Background: an optimization exercise with open tools, aiming at small area. Do not read the settings as production practice. RTL that was checked went through simulation tests only; none was proved equivalent to the original. The flow treats the clock pin as an ideal source, which a real chip does not have. Power figures rest on the tool's default switching activity, not on a simulated workload.

==> inputs of try-ember <==
Design Pong_Top, start of the top module:
module Pong_Top
  #(parameter [16:0] BALL_AT  = 17'h0a8d7,   
    parameter [17:0] PAD_AT   = 18'h0de83,   
    parameter [17:0] PAD_OVER = 18'h1bd06)   
  (input  i_Clk,        
   input  i_Rst,        
   input i_Switch_1,
   input i_Switch_2,
   input i_Switch_3,
   input i_Switch_4,
   output o_VGA_HSync,
   output o_VGA_VSync,
   output [2:0] o_VGA_Red,
   output [2:0] o_VGA_Grn,
   output [2:0] o_VGA_Blu,
   output [3:0] o_Game_Test,
   output o_LED_1,
   output o_LED_2,
   output o_LED_3,
   output o_LED_4
   );
  wire [3:0] w_Switch = {i_Switch_4, i_Switch_3, i_Switch_2, i_Switch_1};
  reg  [3:0] r_Switch;
  reg  [3:0] r_Sig;
  reg  [3:0] r_LED;
  always @(posedge i_Clk)
    if (i_Rst)
      begin
        r_Switch <= 4'b0000;
        r_Sig    <= 4'b0000;
        r_LED    <= 4'b0000;
      end
    else
      begin
        r_Switch <= w_Switch;
        r_Sig    <= w_Switch & r_Switch;
        r_LED    <= r_LED ^ (w_Switch & r_Switch);
      end
  assign o_LED_1 = r_LED[0];
  assign o_LED_2 = r_LED[1];
  assign o_LED_3 = r_LED[2];
  assign o_LED_4 = r_LED[3];
  reg  [9:0] r_Col;
  reg  [9:0] r_Row;
  wire [9:0] w_Col_Inc = r_Col + 1'b1;
  wire [9:0] w_Row_Inc = r_Row + 1'b1;
  wire w_Col_End = &{r_Col[9:8], r_Col[4:0]};
  ...
==> flow/config.mk <==
export PLATFORM = sky130hd
export DESIGN_NAME = Pong_Top
export DESIGN_NICKNAME = Pong_Top
export VERILOG_FILES = /design/flow/design.v
export SDC_FILE = /design/flow/constraint.sdc
export NUM_CORES = 4
export LEC_CHECK = 0
export CAP_MARGIN = 20
export CORE_MARGIN = 2
export CORE_UTILIZATION = 40
export SLEW_MARGIN = 20
==> flow/constraint.sdc <==
create_clock -name core_clock -period 20.0 [get_ports {i_Clk}]
set_input_delay 4.0000 -clock core_clock [delete_from_list [all_inputs] [get_ports {i_Clk}]]
set_output_delay 4.0000 -clock core_clock [all_outputs]
set_load 0.01 [all_outputs]
standard.sh (not shown) runs the stock make flow with config.mk's settings and CLKGATE_MAP_FILE= SYNTH_SCRIPT=/design/flow/synth_recipe.tcl, a recipe that flattens the netlist after the stock synthesis.
==> flow/flow/run.sh <==
#!/bin/bash
# Own layout flow: the standard synthesis, then its combinational logic
# mapped again for area with ABC (the registers stay exactly as the standard
# synthesis made them), then the standard layout steps with a clock tree
# of smaller buffers. Each tool's output goes to a log file in this folder.
set -euo pipefail
W=$PWD
P=${FLOW_PLATFORM:-sky130hd}
R=$W/orfs/results/$P/Pong_Top/base
L=$W/orfs/logs/$P/Pong_Top/base
YOSYS=$FLOW_HOME/../tools/install/yosys/bin/yosys
LIB=$FLOW_HOME/platforms/$P/lib/sky130_fd_sc_hd__tt_025C_1v80.lib

# 1. the standard synthesis
bash standard.sh synth > log_std_synth.txt 2>&1
cp "$R/1_2_yosys.v" std_1_2_yosys.v

# 2. combinational cell models from the liberty file
"$YOSYS" -q -l log_cells.txt -p "read_liberty -ignore_miss_func $LIB; write_verilog -noattr cells_all.v"
python3 flow/combcells.py cells_all.v cells_comb.v > log_combcells.txt 2>&1

# 3. map the combinational logic again, keeping the cells the platform marks
#    don't-use out as the standard synthesis does
DU=$(grep -o -- '-dont_use [A-Za-z0-9_]*' "$L/1_2_yosys.log" | sort -u | tr '\n' ' ')
for S in 0 1 2 3; do
  sed "s/@SEED@/$S/" flow/abc_area.script > abc_$S.script
  cat > resyn_$S.ys <<EOS
read_liberty -lib $LIB
read_verilog -sv std_1_2_yosys.v
hierarchy -top $FLOW_TOP
tee -o resyn_before.txt stat -liberty $LIB
techmap -map cells_comb.v
techmap
opt -purge
abc -liberty $LIB -script $W/abc_$S.script $DU
opt_clean
setundef -zero
hilomap -singleton -hicell sky130_fd_sc_hd__conb_1 HI -locell sky130_fd_sc_hd__conb_1 LO
insbuf -buf sky130_fd_sc_hd__buf_4 A X
splitnets
opt_clean -purge
check -assert -mapped
tee -o resyn_after_$S.txt stat -liberty $LIB
write_verilog -noattr -nohex -nodec resyn_$S.v
EOS
  "$YOSYS" -l log_resyn_$S.txt -s resyn_$S.ys > /dev/null &
done
wait
# keep the smallest of the four seeds' netlists
BEST=$(for S in 0 1 2 3; do
  a=$(grep -o "Chip area for module .*: [0-9.]*" resyn_after_$S.txt 2>/dev/null | awk "{print \$NF}" || true); [ -n "$a" ] || a=1e9
  echo "$a $S"
done | sort -g | head -1 | awk '{print $2}')
echo "seed $BEST" > resyn_choice.txt
cp resyn_$BEST.v "$R/1_2_yosys.v"
touch "$R/1_2_yosys.v"

# 4. the standard layout from the new netlist on: the clock tree and the
#    port buffers use smaller cells, and the clock tree has no dummy loads
export CTS_ARGS="-sink_clustering_enable -repair_clock_nets -buf_list sky130_fd_sc_hd__clkbuf_8 -dont_use_dummy_load"
export BUFFER_PORTS_ARGS="-buffer_cell sky130_fd_sc_hd__buf_1"
bash standard.sh cts > log_std_to_cts.txt 2>&1

# 5. each leaf clock buffer gets the smallest size that keeps its flip-flops'
#    clock slew low, then the standard layout runs on to the end
CTS_DB="$R/4_cts.odb" CTS_SDC="$R/4_cts.sdc" \
  openroad -no_init -exit flow/clk_resize.tcl > log_clk_resize.txt 2>&1
bash standard.sh > log_std_layout.txt 2>&1
==> flow/flow/abc_area.script <==
&get -n
&st
&syn2
&dch
&nf
&st
&deepsyn -T 60 -S @SEED@
&put
dch -f
amap -F 10 -A 30 -C 1000
==> flow/flow/clk_resize.tcl <==
set lib_dir $::env(FLOW_HOME)/platforms/$::env(FLOW_PLATFORM)/lib
read_liberty $lib_dir/sky130_fd_sc_hd__tt_025C_1v80.lib
read_db $::env(CTS_DB)
read_sdc $::env(CTS_SDC)
source $::env(FLOW_HOME)/platforms/$::env(FLOW_PLATFORM)/setRC.tcl
estimate_parasitics -placement
set limit 0.118
proc leaf_slew { inst } {
  set opin [get_pins -of_objects $inst -filter "direction == output"]
  set net [get_nets -of_objects $opin]
  set w 0
  set ff 0
  foreach p [get_pins -of_objects $net -filter "direction == input"] {
    if { [string match "*df*" [get_property [get_cells -of_objects $p] ref_name]] } { incr ff }
    set s [get_property $p slew_max]
    if { $s > $w } { set w $s }
  }
  return [list $ff $w]
}
foreach inst [get_cells clkbuf_*] {
  set m [get_property $inst ref_name]
  if { ![string match "*clkbuf_8" $m] } { continue }
  lassign [leaf_slew $inst] ff w
  if { $ff == 0 } { continue }
  set done 0
  foreach cand {sky130_fd_sc_hd__clkbuf_2 sky130_fd_sc_hd__clkbuf_4} {
    replace_cell $inst $cand
    estimate_parasitics -placement
    lassign [leaf_slew $inst] ff w2
    if { $w2 <= $limit } {
      puts "[get_full_name $inst]: $m -> $cand, $ff sinks, slew [format %.3f $w] -> [format %.3f $w2]"
      set done 1
      break
    }
  }
  if { !$done } {
    replace_cell $inst $m
    estimate_parasitics -placement
    puts "[get_full_name $inst]: kept $m, $ff sinks, slew [format %.3f $w]"
  }
}
check_placement -verbose
write_db $::env(CTS_DB)
Other scripts of this flow, unchanged in this note and not shown: flow/flow/combcells.py
==> try-willow: changes against try-ember <==
==> flow/flow/run.sh (replaced) <==
#!/bin/bash
# Own layout flow: the standard synthesis, then its combinational logic
# mapped again for area with ABC (the registers stay exactly as the standard
# synthesis made them), then the standard layout steps with a clock tree
# of smaller buffers. Each tool's output goes to a log file in this folder.
set -euo pipefail
W=$PWD
P=${FLOW_PLATFORM:-sky130hd}
R=$W/orfs/results/$P/Pong_Top/base
L=$W/orfs/logs/$P/Pong_Top/base
YOSYS=$FLOW_HOME/../tools/install/yosys/bin/yosys
LIB=$FLOW_HOME/platforms/$P/lib/sky130_fd_sc_hd__tt_025C_1v80.lib

# 1. the standard synthesis
bash standard.sh synth > log_std_synth.txt 2>&1
cp "$R/1_2_yosys.v" std_1_2_yosys.v

# 2. combinational cell models from the liberty file
"$YOSYS" -q -l log_cells.txt -p "read_liberty -ignore_miss_func $LIB; write_verilog -noattr cells_all.v"
python3 flow/combcells.py cells_all.v cells_comb.v > log_combcells.txt 2>&1

# 3. map the combinational logic again, keeping the cells the platform marks
#    don't-use out as the standard synthesis does
DU=$(grep -o -- '-dont_use [A-Za-z0-9_]*' "$L/1_2_yosys.log" | sort -u | tr '\n' ' ')
cat > resyn.ys <<EOS
read_liberty -lib $LIB
read_verilog -sv std_1_2_yosys.v
hierarchy -top $FLOW_TOP
tee -o resyn_before.txt stat -liberty $LIB
techmap -map cells_comb.v
techmap
opt -purge
abc -liberty $LIB -script $W/flow/abc_area.script $DU
opt_clean
setundef -zero
hilomap -singleton -hicell sky130_fd_sc_hd__conb_1 HI -locell sky130_fd_sc_hd__conb_1 LO
insbuf -buf sky130_fd_sc_hd__buf_4 A X
splitnets
opt_clean -purge
check -assert -mapped
tee -o resyn_after.txt stat -liberty $LIB
write_verilog -noattr -nohex -nodec resyn_1_2_yosys.v
EOS
"$YOSYS" -l log_resyn.txt -s resyn.ys > /dev/null
cp resyn_1_2_yosys.v "$R/1_2_yosys.v"
touch "$R/1_2_yosys.v"

# 4. the standard layout from the new netlist on: the clock tree and the
#    port buffers use smaller cells, and the clock tree has no dummy loads
export CTS_ARGS="-sink_clustering_enable -repair_clock_nets -buf_list {sky130_fd_sc_hd__clkbuf_4 sky130_fd_sc_hd__clkbuf_8} -dont_use_dummy_load"
export BUFFER_PORTS_ARGS="-buffer_cell sky130_fd_sc_hd__buf_1"
bash standard.sh > log_std_layout.txt 2>&1
==> flow/flow/abc_area.script (replaced) <==
&get -n
&st
&syn2
&dch
&nf
&st
&deepsyn -T 60
&put
dch -f
amap -F 10 -A 30 -C 1000
- CORE_UTILIZATION: 40 -> 70
- PLACE_DENSITY: default -> 0.8
removed: flow/flow/clk_resize.tcl
==> try-delta: changes against try-ember <==
--- a/flow/design.v
+++ b/flow/design.v
@@ -72,20 +72,26 @@
         r_VSync <= !((r_Row == 490 && r_Col >= 2) || r_Row == 491 ||
                      (r_Row == 492 && r_Col < 2));
       end
   assign o_VGA_HSync = r_HSync;
   assign o_VGA_VSync = r_VSync;
-  reg  [2:0] r_Start;
-  wire w_Started = r_Start[2];
-  always @(posedge i_Clk)
-    if (i_Rst)
-      r_Start <= 3'b000;
-    else if (r_Start[2])
-      r_Start <= {1'b1, r_Start[0], 1'b1};
-    else if (r_Sig[0])
-      r_Start <= r_Start[1] ? 3'b100 : {2'b00, 1'b1} << r_Start[0];
-  assign o_Game_Test = {4{r_Start[1] & r_Start[2]}};
+  reg  [1:0] r_Start_Cnt;
+  wire w_Started = &r_Start_Cnt;
+  reg  [1:0] r_Test;        
+  always @(posedge i_Clk)
+    if (i_Rst)
+      begin
+        r_Start_Cnt <= 2'd0;
+        r_Test      <= 2'b00;
+      end
+    else
+      begin
+        if (r_Sig[0] && !w_Started)
+          r_Start_Cnt <= r_Start_Cnt + 1'b1;
+        r_Test <= {r_Test[0], w_Started};
+      end
+  assign o_Game_Test = {4{r_Test[1]}};
   reg  [6:0]  r_Left;       
   reg  [7:0]  r_Right;      
   reg  [17:0] r_LU, r_LD, r_RU, r_RD;
   wire w_LU_Go = r_Sig[0] && w_Started;
   wire w_LD_Go = r_Sig[1] && w_Started;
==> flow/flow/run.sh (replaced) <==
#!/bin/bash
# Own layout flow: the standard synthesis, then its combinational logic
# mapped again for area with ABC (the registers stay exactly as the standard
# synthesis made them), then the standard layout steps with a clock tree
# of smaller buffers. Each tool's output goes to a log file in this folder.
set -euo pipefail
W=$PWD
P=${FLOW_PLATFORM:-sky130hd}
R=$W/orfs/results/$P/Pong_Top/base
L=$W/orfs/logs/$P/Pong_Top/base
YOSYS=$FLOW_HOME/../tools/install/yosys/bin/yosys
LIB=$FLOW_HOME/platforms/$P/lib/sky130_fd_sc_hd__tt_025C_1v80.lib

# 1. the standard synthesis
bash standard.sh synth > log_std_synth.txt 2>&1
cp "$R/1_2_yosys.v" std_1_2_yosys.v

# 2. combinational cell models from the liberty file
"$YOSYS" -q -l log_cells.txt -p "read_liberty -ignore_miss_func $LIB; write_verilog -noattr cells_all.v"
python3 flow/combcells.py cells_all.v cells_comb.v > log_combcells.txt 2>&1

# 3. map the combinational logic again, keeping the cells the platform marks
#    don't-use out as the standard synthesis does
DU=$(grep -o -- '-dont_use [A-Za-z0-9_]*' "$L/1_2_yosys.log" | sort -u | tr '\n' ' ')
cat > resyn.ys <<EOS
read_liberty -lib $LIB
read_verilog -sv std_1_2_yosys.v
hierarchy -top $FLOW_TOP
tee -o resyn_before.txt stat -liberty $LIB
techmap -map cells_comb.v
techmap
opt -purge
abc -liberty $LIB -script $W/flow/abc_area.script $DU
opt_clean
setundef -zero
hilomap -singleton -hicell sky130_fd_sc_hd__conb_1 HI -locell sky130_fd_sc_hd__conb_1 LO
insbuf -buf sky130_fd_sc_hd__buf_4 A X
splitnets
opt_clean -purge
check -assert -mapped
tee -o resyn_after.txt stat -liberty $LIB
write_verilog -noattr -nohex -nodec resyn_1_2_yosys.v
EOS
"$YOSYS" -l log_resyn.txt -s resyn.ys > /dev/null
cp resyn_1_2_yosys.v "$R/1_2_yosys.v"
touch "$R/1_2_yosys.v"

# 4. the standard layout from the new netlist on; the clock tree uses
#    clkbuf_4 with smaller sink clusters and no dummy loads
export CTS_ARGS="-sink_clustering_enable -repair_clock_nets -buf_list sky130_fd_sc_hd__clkbuf_8 -dont_use_dummy_load"
bash standard.sh > log_std_layout.txt 2>&1
==> flow/flow/abc_area.script (replaced) <==
&get -n
&st
&syn2
&dch
&nf
&st
&deepsyn -T 60
&dch -f
&nf -R 1000
&put
removed: flow/flow/clk_resize.tcl
==> qor summary <==
                                                            try-willow       try-ember       try-delta
Worst hold path startpoint                              r_Ball_Cnt[12]  r_Ball_Cnt[10]       r_Test[0]
Max Fanout on Critical Path                                         37              37              53
Internal power component                                        436 µW          420 µW          445 µW
Worst Hold Slack                                              0.424 ns        0.424 ns        0.430 ns
FF+latch area                                                 3400 µm²        3400 µm²        3420 µm²
Final worst path period share                                    0.319           0.300           0.296
Sequential power share                                           0.607           0.623           0.605
Multi-input gate area                                         3590 µm²        3590 µm²        4290 µm²
Tapcells                                                           140             260             265
Vias post-DR                                                      7473            7132            6569
Static leakage                                                 2.60 nW         2.58 nW         3.02 nW
Run status                                              finished clean  finished clean  finished clean
Final worst clock skew                                       0.0203 ns       0.0395 ns       0.0471 ns
Placement row count                                                 38              50              51
Met3 routed WL                                                  983 µm          778 µm          652 µm
Smallest setup slack after layout                             13.62 ns        14.00 ns        14.08 ns
Relative slew slack                                              0.398           0.466           0.288
Global-route met3 utilization                                   0.0682          0.0417          0.0361
Effective utilization at floorplan                               0.717           0.411           0.405
Final-stage net count                                             1049            1050             928
Share of total power in the clock network                        0.307           0.289           0.305
Launch instance of the worst register-to-register path   r_Ball_Cnt[0]   r_Ball_Cnt[0]         r_BX[2]
Function not checked in try-delta: the RTL went through the layout flow alone.

-- what the ideal ports hide --
In the flow no input, the clock included, has a driving cell. The finished layouts below were timed again as built, in two steps.
Step 1: set_driving_cell puts a clkbuf_16 on i_Clk and a buf_2 on each other input, an assumption about the parent block.
Step 2, shift: input delay + t, output delay - t, t = (earliest + latest rising clock arrival at the registers) / 2. This alone moves slack from input paths to output paths.
Three values: ideal ports, drivers, drivers and shift; two values: the first two.
run | shift t [ns] | setup slack, ns | worst hold slack (ns) | slew at the worst register clock pin (ns) | worst data-port slew with drivers (ns)
try-ember | 0.474 | 13.996 / 14.016 / 13.542 | 0.424 / 0.424 / 0.424 | 0.12 / 0.12 | 0.04
try-willow | 0.492 | 13.623 / 13.640 / 13.148 | 0.424 / 0.424 / 0.424 | 0.09 / 0.09 | 0.03
try-delta | 0.482 | 14.085 / 14.101 / 13.619 | 0.430 / 0.430 / 0.430 | 0.11 / 0.11 | 0.03
After both steps setup and hold are still met in every run listed. For try-willow, which loses most, drivers alone change the setup slack by +0.017 ns; drivers and shift together by -0.475 ns.
